This is an optimization exercise on Yosys and OpenROAD, whose aim is small area and a short achievable clock period, not a production implementation.
In this exercise RTL edits were held to simulation tests only and were not proved equivalent to the original.
Power figures rest on the tool's default switching activity, not on a simulated workload.

[flow/run.sh]
#!/bin/bash
# synth_recipe.tcl (not shown) runs the flow's synth.tcl, then flattens the netlist and writes it again
# the make line also repeats each setting of config.mk as NAME=value (left out here)
make -C /OpenROAD-flow-scripts/flow DESIGN_CONFIG=/design/flow/config.mk WORK_HOME=/design/flow/orfs CLKGATE_MAP_FILE= SYNTH_SCRIPT=/design/flow/synth_recipe.tcl finish
[flow/config.mk]
export PLATFORM = sky130hd
export DESIGN_NAME = DSP48E2
export DESIGN_NICKNAME = DSP48E2
export VERILOG_FILES = /design/flow/design.v
export SDC_FILE = /design/flow/constraint.sdc
export NUM_CORES = 4
export LEC_CHECK = 0
export CAP_MARGIN = 20
export CORE_MARGIN = 2
export CORE_UTILIZATION = 40
export SLEW_MARGIN = 20
[flow/constraint.sdc]
create_clock -name core_clock -period 11.5 [get_ports {CLK}]
set_input_delay 2.3000 -clock core_clock [delete_from_list [all_inputs] [get_ports {CLK}]]
set_output_delay 2.3000 -clock core_clock [all_outputs]
set_load 0.01 [all_outputs]
[flow/design.v]
`timescale 1 ps / 1 ps
module DSP48E2 (
  output [29:0] ACOUT,
  output [17:0] BCOUT,
  output CARRYCASCOUT,
  output [3:0] CARRYOUT,
  output MULTSIGNOUT,
  output OVERFLOW,
  output [47:0] P,
  output PATTERNBDETECT,
  output PATTERNDETECT,
  output [47:0] PCOUT,
  output UNDERFLOW,
  output [7:0] XOROUT,
  input [29:0] A,
  input [29:0] ACIN,
  input [3:0] ALUMODE,
  input [17:0] B,
  input [17:0] BCIN,
  input [47:0] C,
  input CARRYCASCIN,
  input CARRYIN,
  input [2:0] CARRYINSEL,
  input CEA1,
  input CEA2,
  input CEAD,
  input CEALUMODE,
  input CEB1,
  input CEB2,
  input CEC,
  input CECARRYIN,
  input CECTRL,
  input CED,
  input CEINMODE,
  input CEM,
  input CEP,
  input CLK,
  input [26:0] D,
  input [4:0] INMODE,
  input MULTSIGNIN,
  input [8:0] OPMODE,
  input [47:0] PCIN,
  input RSTA,
  input RSTALLCARRYIN,
  input RSTALUMODE,
  input RSTB,
  input RSTC,
  input RSTCTRL,
  input RSTD,
  input RSTINMODE,
  input RSTM,
  input RSTP
);
  localparam USE_SIMD_FOUR12 = 1;
  localparam USE_SIMD_ONE48 = 0;
  localparam USE_SIMD_TWO24 = 2;
  localparam SEL_MASK_C = 1;
  localparam SEL_MASK_MASK = 0;
  localparam SEL_MASK_ROUNDING_MODE1 = 2;
  localparam SEL_MASK_ROUNDING_MODE2 = 3;
  localparam SEL_PATTERN_C = 1;
  localparam SEL_PATTERN_PATTERN = 0;
  localparam USE_PATTERN_DETECT_NO_PATDET = 0;
  localparam USE_PATTERN_DETECT_PATDET = 1;
  localparam AUTORESET_PATDET_NO_RESET = 0;
  localparam AUTORESET_PATDET_RESET_MATCH = 1;
  localparam AUTORESET_PATDET_RESET_NOT_MATCH = 2;
  localparam AUTORESET_PRIORITY_RESET = 0;
  localparam [1:0] ACASCREG_BIN = 2'd1;
  localparam       ADREG_BIN = 1'b1;
  localparam       ALUMODEREG_BIN = 1'b1;
  localparam       AMULTSEL_BIN = 1'b1;           
  localparam [1:0] AREG_BIN = 2'd1;
  localparam [1:0] AUTORESET_PATDET_BIN = 2'd0;   
  localparam       AUTORESET_PRIORITY_BIN = 1'b0;  
  localparam       A_INPUT_BIN = 1'b0;            
  localparam [1:0] BCASCREG_BIN = 2'd1;
  localparam       BMULTSEL_BIN = 1'b0;           
  localparam [1:0] BREG_BIN = 2'd1;
  localparam       B_INPUT_BIN = 1'b0;            
  localparam       CARRYINREG_BIN = 1'b1;
  localparam       CARRYINSELREG_BIN = 1'b1;
  localparam       CREG_BIN = 1'b1;
  localparam       DREG_BIN = 1'b1;
  localparam       INMODEREG_BIN = 1'b1;
  localparam       MREG_BIN = 1'b1;
  localparam       OPMODEREG_BIN = 1'b1;
  localparam       PREADDINSEL_BIN = 1'b0;        
  localparam       PREG_BIN = 1'b1;
  localparam [1:0] SEL_MASK_BIN = 2'd0;           
  localparam       SEL_PATTERN_BIN = 1'b0;        
  localparam [1:0] USE_MULT_BIN = 2'd0;           
  localparam       USE_PATTERN_DETECT_BIN = 1'b1;  
  localparam [1:0] USE_SIMD_BIN = 2'd0;           
  localparam       USE_WIDEXOR_BIN = 1'b1;        
  localparam       XORSIMD_BIN = 1'b0;            
  localparam USE_MULT_NONE = 2;
  localparam A_INPUT_CASCADE = 1;
  localparam B_INPUT_CASCADE = 1;
  localparam AMULTSEL_A = 0;
  localparam BMULTSEL_B = 0;
  localparam PREADDINSEL_A = 0;
  localparam PREADDINSEL_B = 1;
  localparam USE_MULT_MULTIPLY = 0;
  localparam [47:0] MASK_REG = 48'h3FFFFFFFFFFF;
  localparam [47:0] PATTERN_REG = 48'h000000000000;
  localparam [47:0] RND_REG = 48'h000000000000;
  wire CARRYCASCIN_in = CARRYCASCIN;
  wire CARRYIN_in = CARRYIN;
  wire CEA1_in = CEA1;
  wire CEA2_in = CEA2;
  wire CEAD_in = CEAD;
  wire CEALUMODE_in = CEALUMODE;
  wire CEB1_in = CEB1;
  wire CEB2_in = CEB2;
  wire CECARRYIN_in = CECARRYIN;
  wire CECTRL_in = CECTRL;
  wire CEC_in = CEC;
  wire CED_in = CED;
  wire CEINMODE_in = CEINMODE;
  wire CEM_in = CEM;
  wire CEP_in = CEP;
  wire CLK_in = CLK;
  wire MULTSIGNIN_in = MULTSIGNIN;
  wire RSTALLCARRYIN_in = RSTALLCARRYIN;
  wire RSTALUMODE_in = RSTALUMODE;
  wire RSTA_in = RSTA;
  wire RSTB_in = RSTB;
  wire RSTCTRL_in = RSTCTRL;
  wire RSTC_in = RSTC;
  wire RSTD_in = RSTD;
  wire RSTINMODE_in = RSTINMODE;
  wire RSTM_in = RSTM;
  wire RSTP_in = RSTP;
  wire [17:0] BCIN_in = BCIN;
  wire [17:0] B_in = B;
  wire [26:0] D_in = D;
  wire [29:0] ACIN_in = ACIN;
  wire [29:0] A_in = A;
  wire [2:0] CARRYINSEL_in = CARRYINSEL;
  wire [3:0] ALUMODE_in = ALUMODE;
  wire [47:0] C_in = C;
  wire [47:0] PCIN_in = PCIN;
  wire [4:0] INMODE_in = INMODE;
  wire [8:0] OPMODE_in = OPMODE;
  wire [44:0] U_DATA;
  wire [44:0] V_DATA;
  reg [26:0] A2A1;
  reg [17:0] B2B1;
  wire AMULT26_in;
  wire BMULT17_in;
  wire ALUMODE10_in;
  wire CCOUT_in;
  wire MULTSIGN_ALU_in;
  wire P_FDBK_47_in;
  wire [26:0] AD_DATA;
  wire [26:0] AD_in;
  wire [26:0] D_DATA;
  wire [26:0] PREADD_AB;
  wire [3:0] COUT_in;
  wire [44:0] U_in;
  wire [44:0] V_in;
  wire [44:0] U_DATA_in;
  wire [44:0] V_DATA_in;
  wire [47:0] ALU_OUT_in;
  wire [47:0] C_DATA_in;
  wire [47:0] P_FDBK_in;
  wire [7:0] XOR_MX_in;
  localparam MAX_ALU_FULL   = 48;
  localparam MAX_CARRYOUT   = 4;
  localparam A_WIDTH   = 30;
  localparam B_WIDTH   = 18;
  localparam C_WIDTH   = 48;
  localparam D_WIDTH   = 27;
  localparam M_WIDTH   = 45;
  localparam P_WIDTH   = 48;
  wire CARRYIN_mux;
  reg CARRYIN_reg;
  reg [3:0] ALUMODE_reg;
  reg [2:0] CARRYINSEL_mux;
  reg [2:0] CARRYINSEL_reg;
  reg [8:0] OPMODE_mux;
  reg [8:0] OPMODE_reg;
  wire [47:0] x_mac_cascd;
  reg [47:0] wmux;
  reg [47:0] xmux;
  reg [47:0] ymux;
  reg [47:0] zmux;
  wire [47:0] z_optinv;
  wire cin;
  reg cin_b;
  wire rst_carryin_g;
  reg qmultcarryin;
  wire c_mult;
  wire ce_m_g;
  wire d_carryin_int;
  wire dr_carryin_int;
  wire multcarryin_data;
  wire [MAX_ALU_FULL-1:0] co;
  wire [MAX_ALU_FULL-1:0] s;
  wire [MAX_ALU_FULL-1:0] comux;
  wire [MAX_ALU_FULL-1:0] comux_w;
  wire [MAX_ALU_FULL-1:0] comux4simd;
  wire [MAX_ALU_FULL-1:0] smux;
  wire [MAX_ALU_FULL-1:0] smux_w;
  wire [MAX_ALU_FULL:0] a_int;
  wire [12:0] s0;
  wire cout0;
  wire intc1;
  wire co12_lsb;
  wire [12:0] s1;
  wire cout1;
  wire intc2;
  wire co24_lsb;
  wire [12:0] s2;
  wire cout2;
  wire intc3;
  wire co36_lsb;
  wire [13:0] s3;
  wire cout3;
  wire cout4;
  wire xor_12a;
  wire xor_12b;
  wire xor_12c;
  wire xor_12d;
  wire xor_12e;
  wire xor_12f;
  wire xor_12g;
  wire xor_12h;
  wire xor_24a;
  wire xor_24b;
  wire xor_24c;
  wire xor_24d;
  wire xor_48a;
  wire xor_48b;
  wire xor_96;
  wire cout_0;
  wire cout_1;
  wire cout_2;
  wire cout_3;
  reg [29:0] A1_reg;
  reg [29:0] A2_reg;
  wire [A_WIDTH-1:0] A_ALU;
  reg [17:0] B2_reg;
  reg [B_WIDTH-1:0] B1_DATA_out;
  wire [B_WIDTH-1:0] B2_DATA;
  wire [B_WIDTH-1:0] B_ALU;
  reg [C_WIDTH-1:0] C_reg;
  reg [17:0] b_mult_mux;
  reg [26:0] a_mult_mux;
  reg [M_WIDTH-1:0] mult;
  wire [M_WIDTH-2:0] ps_u_mask = 44'h55555555555;
  wire [M_WIDTH-2:0] ps_v_mask = 44'haaaaaaaaaaa;
  reg [M_WIDTH-1:0] U_DATA_reg;
  reg [M_WIDTH-1:0] V_DATA_reg;
  wire the_auto_reset_patdet;
  wire auto_reset_pri;
  wire [47:0] the_mask;
  wire [47:0] the_pattern;
  reg [3:0] COUT_reg;
  reg ALUMODE10_reg;
  wire ALUMODE10_mux;
  reg MULTSIGN_ALU_reg;
  reg [47:0] ALU_OUT_reg;
  reg [7:0] XOR_MX_reg;
  wire pdet_o;
  wire pdetb_o;
  wire pdet_o_mux;
  wire pdetb_o_mux;
  wire overflow_data;
  wire underflow_data;
  reg  pdet_o_reg1;
  reg  pdet_o_reg2;
  reg  pdetb_o_reg1;
  reg  pdetb_o_reg2;
  wire [26:0] D_DATA_mux;
  wire [4:0] INMODE_mux;
  reg [4:0]  INMODE_reg;
  reg [D_WIDTH-1:0] AD_DATA_reg;
  reg [D_WIDTH-1:0] D_DATA_reg;
  assign U_DATA_in = (USE_SIMD_BIN == USE_SIMD_ONE48) ? U_DATA : 45'h100000000000;
  assign V_DATA_in = (USE_SIMD_BIN == USE_SIMD_ONE48) ? V_DATA : 45'h100000000000;
  reg [3:0] ALUMODE_DATA;
  reg DREG_INT;
  reg ADREG_INT;
  always @(*)
     case (OPMODE_mux[8:7])
          2'b00 : wmux = 48'b0;
          2'b01 : wmux = P_FDBK_in;
          2'b10 : wmux = RND_REG;
        default : wmux = C_DATA_in;
    endcase
  assign x_mac_cascd = (OPMODE_mux[6:4] == 3'b100) ? {{46{1'b0}},MULTSIGNIN_in,1'b0} : {48{1'b0}};
  always @(*)
	  case (OPMODE_mux[1:0])
          2'b00 : xmux = x_mac_cascd;
          2'b01 : xmux = {{3{U_DATA_in[44]}}, U_DATA_in};
          2'b10 : xmux = P_FDBK_in;
        default : xmux = {A_ALU, B_ALU};
	  endcase
  always @(*)
	  case (OPMODE_mux[3:2])
          2'b00 : ymux = 48'b0;
          2'b01 : ymux = {{3{1'b0}}, V_DATA_in};
          2'b10 : ymux = {48{1'b1}};
        default : ymux = C_DATA_in;
     endcase
  always @(*)
	  case (OPMODE_mux[6:4])
         3'b000 : zmux = 48'b0;
         3'b001 : zmux = PCIN_in;
         3'b010 : zmux = P_FDBK_in;
         3'b011 : zmux = C_DATA_in;
         3'b100 : zmux = P_FDBK_in;
         3'b101 : zmux = {{9{PCIN_in[47]}},  {8{PCIN_in[47]}},   PCIN_in[47:17]};
        default : zmux = {{9{P_FDBK_47_in}}, {8{P_FDBK_in[47]}}, P_FDBK_in[47:17]};
     endcase
    always @(posedge CLK_in) begin
	   if (RSTCTRL_in) begin
         OPMODE_reg <= 9'b0;
	   end
	   else if (CECTRL_in) begin
         OPMODE_reg <= OPMODE_in;
	   end
    end
    always @(posedge CLK_in) begin
	   if (RSTCTRL_in) begin
         CARRYINSEL_reg <= 3'b0;
	   end
	   else if (CECTRL_in) begin
         CARRYINSEL_reg <= CARRYINSEL_in;
	   end
    end
    always @(*) CARRYINSEL_mux = (CARRYINSELREG_BIN == 1'b1) ?  CARRYINSEL_reg : CARRYINSEL_in;
    always @(*) begin
      if (OPMODEREG_BIN == 1'b1) OPMODE_mux = OPMODE_reg;
      else OPMODE_mux = OPMODE_in;
    end
    always @(posedge CLK_in) begin
	    if (RSTALUMODE_in)
          ALUMODE_reg <= 4'b0;
	    else if (CEALUMODE_in)
          ALUMODE_reg <= ALUMODE_in;
       end
    always @(*) ALUMODE_DATA = (ALUMODEREG_BIN == 1'b1) ? ALUMODE_reg : ALUMODE_in;
  assign z_optinv = {48{ALUMODE_DATA[0]}} ^ zmux;
  assign co = ((xmux & ymux)|(z_optinv & ymux)|(xmux & z_optinv));
  assign s  = (z_optinv^xmux^ymux);
  assign comux = ALUMODE_DATA[2] ? 48'b0  : co;
  assign smux =  ALUMODE_DATA[3] ? co : s;
  assign comux4simd = {
              comux[47:36],
              comux[35]&&(USE_SIMD_BIN != USE_SIMD_FOUR12),
              comux[34:24],
              comux[23]&&(USE_SIMD_BIN == USE_SIMD_ONE48),
              comux[22:12],
              comux[11]&&(USE_SIMD_BIN != USE_SIMD_FOUR12),
              comux[10:0]
            };
  assign smux_w  =   smux ^ {comux4simd[46:0],1'b0} ^ wmux;
  assign comux_w = ((smux & {comux4simd[46:0],1'b0}) |
                    (wmux & {comux4simd[46:0],1'b0}) |
                    (smux & wmux));
  assign ALUMODE10_in  = (ALUMODE_DATA[0] & ALUMODE_DATA[1]);
  assign a_int = {comux_w, cin};
  assign s0        = a_int[11:0] + smux_w[11:0];
  assign cout0     = ALUMODE10_in  ^ (a_int[12] ^ s0[12] ^ comux[11]);
  assign intc1     = (USE_SIMD_BIN != USE_SIMD_FOUR12) && s0[12];
  assign co12_lsb  = (USE_SIMD_BIN != USE_SIMD_FOUR12) && a_int[12];
  assign s1        = {a_int[23:13],co12_lsb} + smux_w[23:12] + intc1;
  assign cout1     = ALUMODE10_in  ^ (a_int[24] ^ s1[12] ^ comux[23]);
  assign intc2     = (USE_SIMD_BIN == USE_SIMD_ONE48) && s1[12];
  assign co24_lsb  = (USE_SIMD_BIN == USE_SIMD_ONE48) && a_int[24];
  assign s2        = {a_int[35:25],co24_lsb} + smux_w[35:24] + intc2;
  assign cout2     = ALUMODE10_in  ^ (a_int[36] ^ s2[12] ^ comux[35]);
  assign intc3     = (USE_SIMD_BIN != USE_SIMD_FOUR12) && s2[12];
  assign co36_lsb  = (USE_SIMD_BIN != USE_SIMD_FOUR12) && a_int[36];
  assign s3        = {a_int[48:37],co36_lsb} + {comux4simd[47],smux_w[47:36]} + intc3;
  assign cout3     = ALUMODE10_in  ^ s3[12];
  assign cout4     = s3[13];
  assign xor_12a = USE_WIDEXOR_BIN ? ^s[5:0] : 1'b0;
  assign xor_12b = USE_WIDEXOR_BIN ? ^s[11:6] : 1'b0;
  assign xor_12c = USE_WIDEXOR_BIN ? ^s[17:12] : 1'b0;
  assign xor_12d = USE_WIDEXOR_BIN ? ^s[23:18] : 1'b0;
  assign xor_12e = USE_WIDEXOR_BIN ? ^s[29:24] : 1'b0;
  assign xor_12f = USE_WIDEXOR_BIN ? ^s[35:30] : 1'b0;
  assign xor_12g = USE_WIDEXOR_BIN ? ^s[41:36] : 1'b0;
  assign xor_12h = USE_WIDEXOR_BIN ? ^s[47:42] : 1'b0;
  assign xor_24a = xor_12a ^ xor_12b;
  assign xor_24b = xor_12c ^ xor_12d;
  assign xor_24c = xor_12e ^ xor_12f;
  assign xor_24d = xor_12g ^ xor_12h;
  assign xor_48a = xor_24a ^ xor_24b;
  assign xor_48b = xor_24c ^ xor_24d;
  assign xor_96 = xor_48a ^ xor_48b;
  assign cout_3 = cout3;
  assign cout_2 = cout2;
  assign cout_1 = cout1;
  assign cout_0 = cout0;
  assign COUT_in[3] =                                     cout_3;
  assign COUT_in[2] = (USE_SIMD_BIN == USE_SIMD_FOUR12) ? cout_2 : 1'b0;
  assign COUT_in[1] = (USE_SIMD_BIN != USE_SIMD_ONE48 ) ? cout_1 : 1'b0;
  assign COUT_in[0] = (USE_SIMD_BIN == USE_SIMD_FOUR12) ? cout_0 : 1'b0;
  assign MULTSIGN_ALU_in  = s3[13];  
  assign ALU_OUT_in = {48{ALUMODE_DATA[1]}} ^ {s3[11:0],s2[11:0],s1[11:0],s0[11:0]};
  assign XOR_MX_in[0] = XORSIMD_BIN ? xor_12a : xor_24a;
  assign XOR_MX_in[1] = XORSIMD_BIN ? xor_12b : xor_48a;
  assign XOR_MX_in[2] = XORSIMD_BIN ? xor_12c : xor_24b;
  assign XOR_MX_in[3] = XORSIMD_BIN ? xor_12d : xor_96;
  assign XOR_MX_in[4] = XORSIMD_BIN ? xor_12e : xor_24c;
  assign XOR_MX_in[5] = XORSIMD_BIN ? xor_12f : xor_48b;
  assign XOR_MX_in[6] = XORSIMD_BIN ? xor_12g : xor_24d;
  assign XOR_MX_in[7] = xor_12h;
    always @(posedge CLK_in) begin
	    if (RSTALLCARRYIN_in)
          CARRYIN_reg <= 1'b0;
	    else if (CECARRYIN_in)
          CARRYIN_reg <= CARRYIN_in;
       end
       assign CARRYIN_mux = (CARRYINREG_BIN == 1'b1) ? CARRYIN_reg : CARRYIN_in;
  assign c_mult = !(AMULT26_in^BMULT17_in);
  assign ce_m_g   = CEM_in;
  assign rst_carryin_g = RSTALLCARRYIN_in;
  assign d_carryin_int  = ce_m_g ? c_mult : qmultcarryin;
  assign dr_carryin_int = rst_carryin_g ? 1'b0 : d_carryin_int;
  always @(posedge CLK_in) begin
       qmultcarryin <= dr_carryin_int;
  end
  assign multcarryin_data = (MREG_BIN == 1'b1) ? qmultcarryin : c_mult;
  always @(*) begin
	case (CARRYINSEL_mux)
     3'b000  : cin_b = ~CARRYIN_mux;
     3'b001  : cin_b = PCIN_in[47];
     3'b010  : cin_b = ~CARRYCASCIN_in;
     3'b011  : cin_b = ~PCIN_in[47];
     3'b100  : cin_b = ~CCOUT_in;
     3'b101  : cin_b = P_FDBK_in[47];
     3'b110  : cin_b = ~multcarryin_data;
     default : cin_b = ~P_FDBK_in[47];
	endcase
   end
   assign cin = (ALUMODE_DATA[3] || ALUMODE_DATA[2]) ? 1'b0 : ~cin_b;
    always @(posedge CLK_in) begin
       if (RSTA_in || (AREG_BIN == 2'b00)) begin
          A1_reg <= {A_WIDTH{1'b0}};
       end else if (CEA1_in) begin
          if (A_INPUT_BIN == A_INPUT_CASCADE) begin
             A1_reg <= ACIN_in;
          end else begin
             A1_reg <= A_in;
          end
       end
    end
    always @(posedge CLK_in) begin
       if (RSTA_in || (AREG_BIN == 2'b00)) begin
          A2_reg <= {A_WIDTH{1'b0}};
       end else if (CEA2_in) begin
          if (AREG_BIN == 2'b10) begin
             A2_reg <= A1_reg;
          end else if (A_INPUT_BIN == A_INPUT_CASCADE) begin
             A2_reg <= ACIN_in;
          end else begin
             A2_reg <= A_in;
          end
       end
    end
    assign A_ALU = (AREG_BIN != 2'b00) ? A2_reg :
                   (A_INPUT_BIN == A_INPUT_CASCADE) ? ACIN_in :
                   A_in;
    assign ACOUT = (ACASCREG_BIN == AREG_BIN) ? A_ALU : A1_reg;
    always @(posedge CLK_in) begin
       if (RSTB_in || (BREG_BIN == 2'b00)) begin
          B1_DATA_out <= 18'b0;
       end else if (CEB1_in) begin
          if (B_INPUT_BIN == B_INPUT_CASCADE) B1_DATA_out <= BCIN_in;
          else B1_DATA_out <= B_in;
       end
    end
    always @(posedge CLK_in) begin
       if (RSTB_in) B2_reg <= 18'b0;
       else if (CEB2_in) begin
         if (BREG_BIN == 2'b10) B2_reg <= B1_DATA_out;
         else if (B_INPUT_BIN == B_INPUT_CASCADE) B2_reg <= BCIN_in;
         else B2_reg <= B_in;
       end
    end
    assign B_ALU = (BREG_BIN != 2'b00) ? B2_reg :
                   (B_INPUT_BIN == B_INPUT_CASCADE) ?  BCIN_in :
                    B_in;
    assign B2_DATA = (BREG_BIN != 2'b00) ? B2_reg :
                     (B_INPUT_BIN == B_INPUT_CASCADE) ?  BCIN_in :
                      B_in;
    assign BCOUT = (BCASCREG_BIN == BREG_BIN) ? B2_DATA : B1_DATA_out;
   always @(posedge CLK_in) begin
      if (RSTC_in || (CREG_BIN == 1'b0)) begin
         C_reg <= 48'b0;
      end else if (CEC_in) begin
         C_reg <= C_in;
      end
   end
   assign C_DATA_in = (CREG_BIN == 1'b1) ? C_reg : C_in;
always @(*) begin
  if (AMULTSEL_BIN == AMULTSEL_A) a_mult_mux = A2A1;
  else a_mult_mux = AD_DATA;
end
always @(*) begin
  if (BMULTSEL_BIN == BMULTSEL_B) b_mult_mux = B2B1;
  else b_mult_mux = AD_DATA[17:0];
end
  assign AMULT26_in = a_mult_mux[26];
  assign BMULT17_in = b_mult_mux[17];
  assign U_in = {1'b1,      mult[43:0] & ps_u_mask};
  assign V_in = {~mult[44], mult[43:0] & ps_v_mask};
always @(*) begin
  if (USE_MULT_BIN == USE_MULT_NONE) mult = 45'b0;
  else mult = ({{18{a_mult_mux[26]}},a_mult_mux} * {{27{b_mult_mux[17]}},b_mult_mux});
end
   always @(posedge CLK_in) begin
      if  (RSTM_in || (MREG_BIN == 1'b0)) begin
         U_DATA_reg <= {1'b0, {M_WIDTH-1{1'b0}}};
         V_DATA_reg <= {1'b0, {M_WIDTH-1{1'b0}}};
      end else if (CEM_in)  begin
         U_DATA_reg <= U_in;
         V_DATA_reg <= V_in;
      end
   end
   assign U_DATA = (MREG_BIN == 1'b1) ? U_DATA_reg    : U_in;
   assign V_DATA = (MREG_BIN == 1'b1) ? V_DATA_reg    : V_in;
    assign the_pattern = (SEL_PATTERN_BIN == SEL_PATTERN_PATTERN) ? PATTERN_REG : C_DATA_in;
    assign the_mask = (USE_PATTERN_DETECT_BIN == USE_PATTERN_DETECT_NO_PATDET) ? {C_WIDTH{1'b1}} :
                      (SEL_MASK_BIN == SEL_MASK_C)              ?    C_DATA_in       :
                      (SEL_MASK_BIN == SEL_MASK_ROUNDING_MODE1) ? {~(C_DATA_in[C_WIDTH-2:0]),1'b0} :
                      (SEL_MASK_BIN == SEL_MASK_ROUNDING_MODE2) ? {~(C_DATA_in[C_WIDTH-3:0]),2'b0} :
                      MASK_REG;  
   assign pdet_o  = &(~(the_pattern ^ ALU_OUT_in) | the_mask);
   assign pdetb_o = &( (the_pattern ^ ALU_OUT_in) | the_mask);
   assign PATTERNDETECT  = pdet_o_mux;
   assign PATTERNBDETECT = pdetb_o_mux;
   always @(posedge CLK_in) begin
     if (RSTP_in || the_auto_reset_patdet) begin
         pdet_o_reg1  <= 1'b0;
         pdet_o_reg2  <= 1'b0;
         pdetb_o_reg1 <= 1'b0;
         pdetb_o_reg2 <= 1'b0;
     end else if (CEP_in && PREG_BIN) begin
         pdet_o_reg2  <= pdet_o_reg1;
         pdetb_o_reg2 <= pdetb_o_reg1;
         pdet_o_reg1  <= pdet_o;
         pdetb_o_reg1 <= pdetb_o;
     end
   end
    assign pdet_o_mux     = (PREG_BIN == 1'b1) ? pdet_o_reg1  : pdet_o;
    assign pdetb_o_mux    = (PREG_BIN == 1'b1) ? pdetb_o_reg1 : pdetb_o;
    assign overflow_data  = (PREG_BIN == 1'b1) ? pdet_o_reg2  : pdet_o;
    assign underflow_data = (PREG_BIN == 1'b1) ? pdetb_o_reg2 : pdetb_o;
    assign auto_reset_pri = (AUTORESET_PRIORITY_BIN == AUTORESET_PRIORITY_RESET) || CEP_in;
    assign the_auto_reset_patdet =
         (AUTORESET_PATDET_BIN == AUTORESET_PATDET_RESET_MATCH) ?
                     auto_reset_pri && pdet_o_mux :
         (AUTORESET_PATDET_BIN == AUTORESET_PATDET_RESET_NOT_MATCH) ?
                     auto_reset_pri && overflow_data && ~pdet_o_mux : 1'b0;  
   always @(posedge CLK_in) begin
     if (RSTP_in || the_auto_reset_patdet) begin
       COUT_reg         <= 4'b0000;
       ALUMODE10_reg    <= 1'b0;
       MULTSIGN_ALU_reg <= 1'b0;
       ALU_OUT_reg      <= 48'b0;
       XOR_MX_reg       <= 8'b0;
     end else if (CEP_in && PREG_BIN) begin
       COUT_reg         <= COUT_in;
       ALUMODE10_reg    <= ALUMODE10_in;
       MULTSIGN_ALU_reg <= MULTSIGN_ALU_in;
       ALU_OUT_reg      <= ALU_OUT_in;
       XOR_MX_reg       <= XOR_MX_in;
     end
   end
    assign ALUMODE10_mux    = (PREG_BIN == 1'b1) ? ALUMODE10_reg    : ALUMODE10_in;
    assign CARRYOUT     = (PREG_BIN == 1'b1) ? COUT_reg         : COUT_in;
    assign MULTSIGNOUT  = (PREG_BIN == 1'b1) ? MULTSIGN_ALU_reg : MULTSIGN_ALU_in;
    assign P            = (PREG_BIN == 1'b1) ? ALU_OUT_reg      : ALU_OUT_in;
    assign XOROUT       = (PREG_BIN == 1'b1) ? XOR_MX_reg      : XOR_MX_in;
    assign CCOUT_in      = ALUMODE10_reg ^ COUT_reg[3];
    assign CARRYCASCOUT  = (PREG_BIN == 1'b1) ? ALUMODE10_reg ^ COUT_reg[3]:
                                                ALUMODE10_in  ^ COUT_in[3];
    assign P_FDBK_in     = ALU_OUT_reg;
    assign P_FDBK_47_in  = ALU_OUT_reg[47];
    assign PCOUT = (PREG_BIN == 1'b1) ? ALU_OUT_reg : ALU_OUT_in;
    assign OVERFLOW  = ~pdet_o_mux && ~pdetb_o_mux && overflow_data;
    assign UNDERFLOW = ~pdet_o_mux && ~pdetb_o_mux && underflow_data;
  assign D_DATA_mux = INMODE_mux[2] ? D_DATA    : 27'b0;
  assign AD_in  = INMODE_mux[3] ? (D_DATA_mux - PREADD_AB) : (D_DATA_mux + PREADD_AB);
  always @ (*) begin
    if (((AMULTSEL_BIN == AMULTSEL_A) &&
         (BMULTSEL_BIN == BMULTSEL_B)) ||
        (USE_MULT_BIN == USE_MULT_NONE)) begin
      DREG_INT = 1'b0;
    end else begin
      DREG_INT = DREG_BIN;
    end
  end
  always @ (*) begin
    if (((AMULTSEL_BIN == AMULTSEL_A) && (BMULTSEL_BIN == BMULTSEL_B)) ||
        (USE_MULT_BIN == USE_MULT_NONE)) begin
      ADREG_INT = 1'b0;
    end else begin
      ADREG_INT = ADREG_BIN;
    end
  end
   always @(*) begin
     if ((PREADDINSEL_BIN==PREADDINSEL_A) && INMODE_mux[1]) A2A1 = 27'b0;
     else if (INMODE_mux[0]==1'b1) A2A1 = A1_reg[26:0];
     else A2A1 = A_ALU[26:0];
   end
   always @(*) begin
     if ((PREADDINSEL_BIN==PREADDINSEL_B) && INMODE_mux[1]) B2B1 = 18'b0;
     else if (INMODE_mux[4]==1'b1) B2B1 = B1_DATA_out;
     else B2B1 = B2_DATA;
   end
   assign PREADD_AB    = (PREADDINSEL_BIN==PREADDINSEL_B) ? {{9{B2B1[17]}}, B2B1} : A2A1;
   always @(posedge CLK_in) begin
      if (RSTINMODE_in || (INMODEREG_BIN == 1'b0)) begin
         INMODE_reg <= 5'b0;
      end else if (CEINMODE_in) begin
         INMODE_reg <= INMODE_in;
      end
   end
   assign INMODE_mux = (INMODEREG_BIN == 1'b1) ? INMODE_reg : INMODE_in;
   always @(posedge CLK_in) begin
      if (RSTD_in || (DREG_INT == 1'b0)) begin
         D_DATA_reg <= {D_WIDTH{1'b0}};
      end else if (CED_in) begin
         D_DATA_reg <= D_in;
      end
   end
   assign D_DATA    = (DREG_INT == 1'b1) ? D_DATA_reg : D_in;
   always @(posedge CLK_in) begin
      if      (RSTD_in)  begin
         AD_DATA_reg <= 27'b0;
      end else if (CEAD_in) AD_DATA_reg <= AD_in;
   end
   assign AD_DATA    = (ADREG_INT == 1'b1) ? AD_DATA_reg : AD_in;
endmodule
==> flow_summary.toml <==
[status]
status = "complete, no violations"

[floorplanning]
die_h_um = 327
die_area_mm2 = 0.107
core-area_mm2 = 0.103
die_width_um = 327
initial_core_util = 0.403
ios = 429
fp-row-count = 118

[yosys]
synthMuxAreaShare = 0.112
synth_top_family_by_area = "adder cells"
yosysTopAreaCellShare = 0.277
synthXorXnorAreaFrac = 0.0547
syn_area_per_cell_um2 = 8.73
yosys.area_share.adder = 0.333
synth_edf_count = 0
async_flop_share = 0
synth_common_cells = "584 x inv_1, 576 x fa_1, 523 x nand2_1, 483 x nor2_1, 332 x mux2i_1"
synthDistinctLibCells = 89
yosysSeqAreaShare = 0.157
ys_warn_count = 1
synth_cells = 4770
synth_compound_area_frac = 0.0932
ys.flop_type = "dfxtp_1"
synthTopCellsByArea = "fa_1 28%, dfxtp_1 16%, mux2i_1 8.0%"
synth_seq_cells = 327
synth_most_common_cell = "inv_1"
synthSimpleGateAreaFrac = 0.161
post-synth-top-area-cell = "fa_1"
synth_area_mm2 = 0.0417

[place]
dp.cells = 6325
port_buffers = 377
dpl-instance-area_mm2 = 0.0467
place.gp.congestion = 0.957
hpwl_mm = 114

[cts]
cts_hold_buf = 0
clock_latency_ps = 600
cts_tree = "yes"
cts-root-buf = "clkbuf_16"
cts.sinks = 327
clk_pin_slew_ps = 60
htreeDepth = 2
clockBufferDepth = 3
numCtsBuffers = 42

[cells_and_area]
utilization = 0.467
fillers = 10100
area_delta_synth_final_pct = 16.0
drive_gt1_frac = 0.0921
nets = 6026
fin_area_mm2 = 0.0483
finalNonFillerCells = 6408

[timing]
finalCriticalPeriod_ps = 11070
tightest_slew_ps = 1200
finClkSkew_ps = 38.2
drv_slew = 0
finalHoldViolCount = 0
period_share = 0.962
holdWs_ps = 454
max_freq_mhz = 90.4
maxSlewHeadroom = 0.202
setup_violations = 0

[power_and_ir_drop]
p_per_area_mw_per_mm2 = 133
power.total_w = 0.00642
p_leak_nw = 20.4
ir_drop_uv = 300

[critical_path]
path_max_fanout = 3
cp-start-kind = "input pin"
critPathKind = "input pin to flop"
endpoint_kind = "flop"
cp.arrival_ps = 11510
worstPathRequired_ps = 11950
cpMaxStageDelayCell = "fa_1"
crit_path_max_incr_delay_ps = 560
cpMostUsedCell = "fa_2"

[route]
first_pass_iters = 6
vias_per_cell = 5.40
wl_per_cell_um = 22.9
drtIter0Drc = 2762
routed_wl_mm = 146
antenna_left = 0
drcViolationCount = 0
via_count = 34600

[worst_hold_path]
hold_class = "flop to flop"

[global_routing]
grt.total_usage = 0.275
overflow = 0
grt_pass1_wl_mm = 224
grt_max_degree = 80
antenna_found_initial = 4
first_global_vias = 35300

[run]
max_cap_violations = 0
[metal layers]
layer / global-route usage / wire length, µm / part of all wire / up-vias
li1: - / - / - / 15700
met1: 0.361 / 61200 / 0.42 / 17300
met2: 0.448 / 67800 / 0.46 / 1315
met3: 0.0517 / 11000 / 0.075 / 297
met4: 0.103 / 6420 / 0.044 / 0
met5: 0 / 0 / 0 / -
[final timing paths]
path             startpoint             end  slack [ps]  cells past startpoint
max                PCIN[19]     pdet_o_reg1         430                     49
max reg2reg   OPMODE_reg[5]     pdet_o_reg1        1620                     48
min reg2reg  U_DATA_reg[24]  U_DATA_reg[24]         450                      2
min          U_DATA_reg[24]  U_DATA_reg[24]         450                      2
[repair_timing]
action,CTS,global route
setup buffers,2,5
gates resized for setup,22,28
pin swaps,12,31
setup endpoints to repair,14,14
[cells in the final DEF, fill, tap and decap left out, types with 101 or more instances in the layout]
master           instances
a21oi_1                120
and2_1                 102
buf_4                  142
clkdlybuf4s50_1        363
dfxtp_1                315
fa_1                   569
ha_1                   186
inv_1                  584
mux2_2                 117
mux2i_1                328
nand2_1                520
nor2_1                 479
nor2b_1                101
o21ai_0                123
xnor2_1                194
[where the power goes]
| part | internal, W | switching, W | leakage, nW | total [W] |
|---|---|---|---|---|
| Sequential | 0.00128 | 0.000232 | 2.70 | 0.00151 |
| Clock | 0.000813 | 0.000552 | 0.686 | 0.00136 |
| Combinational | 0.00153 | 0.00202 | 17.0 | 0.00355 |
| Total | 0.00362 | 0.00280 | 20.4 | 0.00642 |
[area by class of cell]
type | instances | area, µm² | share of cell area
Sequential cell | 327 | 6560 | 0.136
Inverter | 585 | 2200 | 0.0454
Clock inverter | 13 | 168 | 0.00347
Antenna cell | 1 | 2.50 | 0.0000518
Timing Repair Buffer | 521 | 4840 | 0.100
Multi-Input combinational cell | 3520 | 31600 | 0.654
Clock buffer | 61 | 1230 | 0.0255
Tap cell | 1380 | 1730 | 0.0357
[metrics by stage]
step           TNS [ps]  setup WS [ps]
2_1_floorplan         0           93.6
3_3_place_gp     -13770          -1370
3_5_place_dp     -15720          -1570
4_1_cts               0           8.81
5_1_grt            -139          -55.4
6_report              0            433
[cells by family (layout without fill, tap and decap cells)]
logic type,Yosys count,count (layout)
compound gates,579,579
xor+xnor,260,260
fa+ha+maj,762,762
buf+inv,925,1180
flops,327,327
mux,451,451
other cells,1,4
simple gates,1465,1465
[worst max-delay path: cells and delay by family]
| kind | cells | cell delay (ps) |
|---|---|---|
| mux | 1 | 90 |
| fa+ha+maj | 9 | 3710 |
| compound gates | 24 | 3200 |
| buf+inv | 2 | 470 |
| xor+xnor | 2 | 270 |
| simple gates | 11 | 1480 |

-- static timing again, ports no longer ideal --
The flow's constraints put no driver on any port. The routed layout listed below was extracted and timed again, unchanged, in two steps.
Step 1, drivers: a clkbuf_16 drives CLK and a buf_2 each remaining input, both assumed.
Step 2 also shifts input and output timing later by t, the mid clock arrival at the registers, as if the neighbouring blocks saw the same clock.
a / b / c = no drivers / after step 1 / after step 2; a / b = the first two.
shift t [ns]: 0.643
setup WS [ns]: 0.433 / 0.476 / -0.167
worst setup path after step 2: input to register
worst register clock-pin slew, ns: 0.07 / 0.07
worst slew at a driven data input, ns: 0.08
With both steps, setup timing fails in this run, where it was met with ideal ports. For this run, drivers alone change the setup slack by +0.043 ns; drivers and shift together by -0.600 ns.
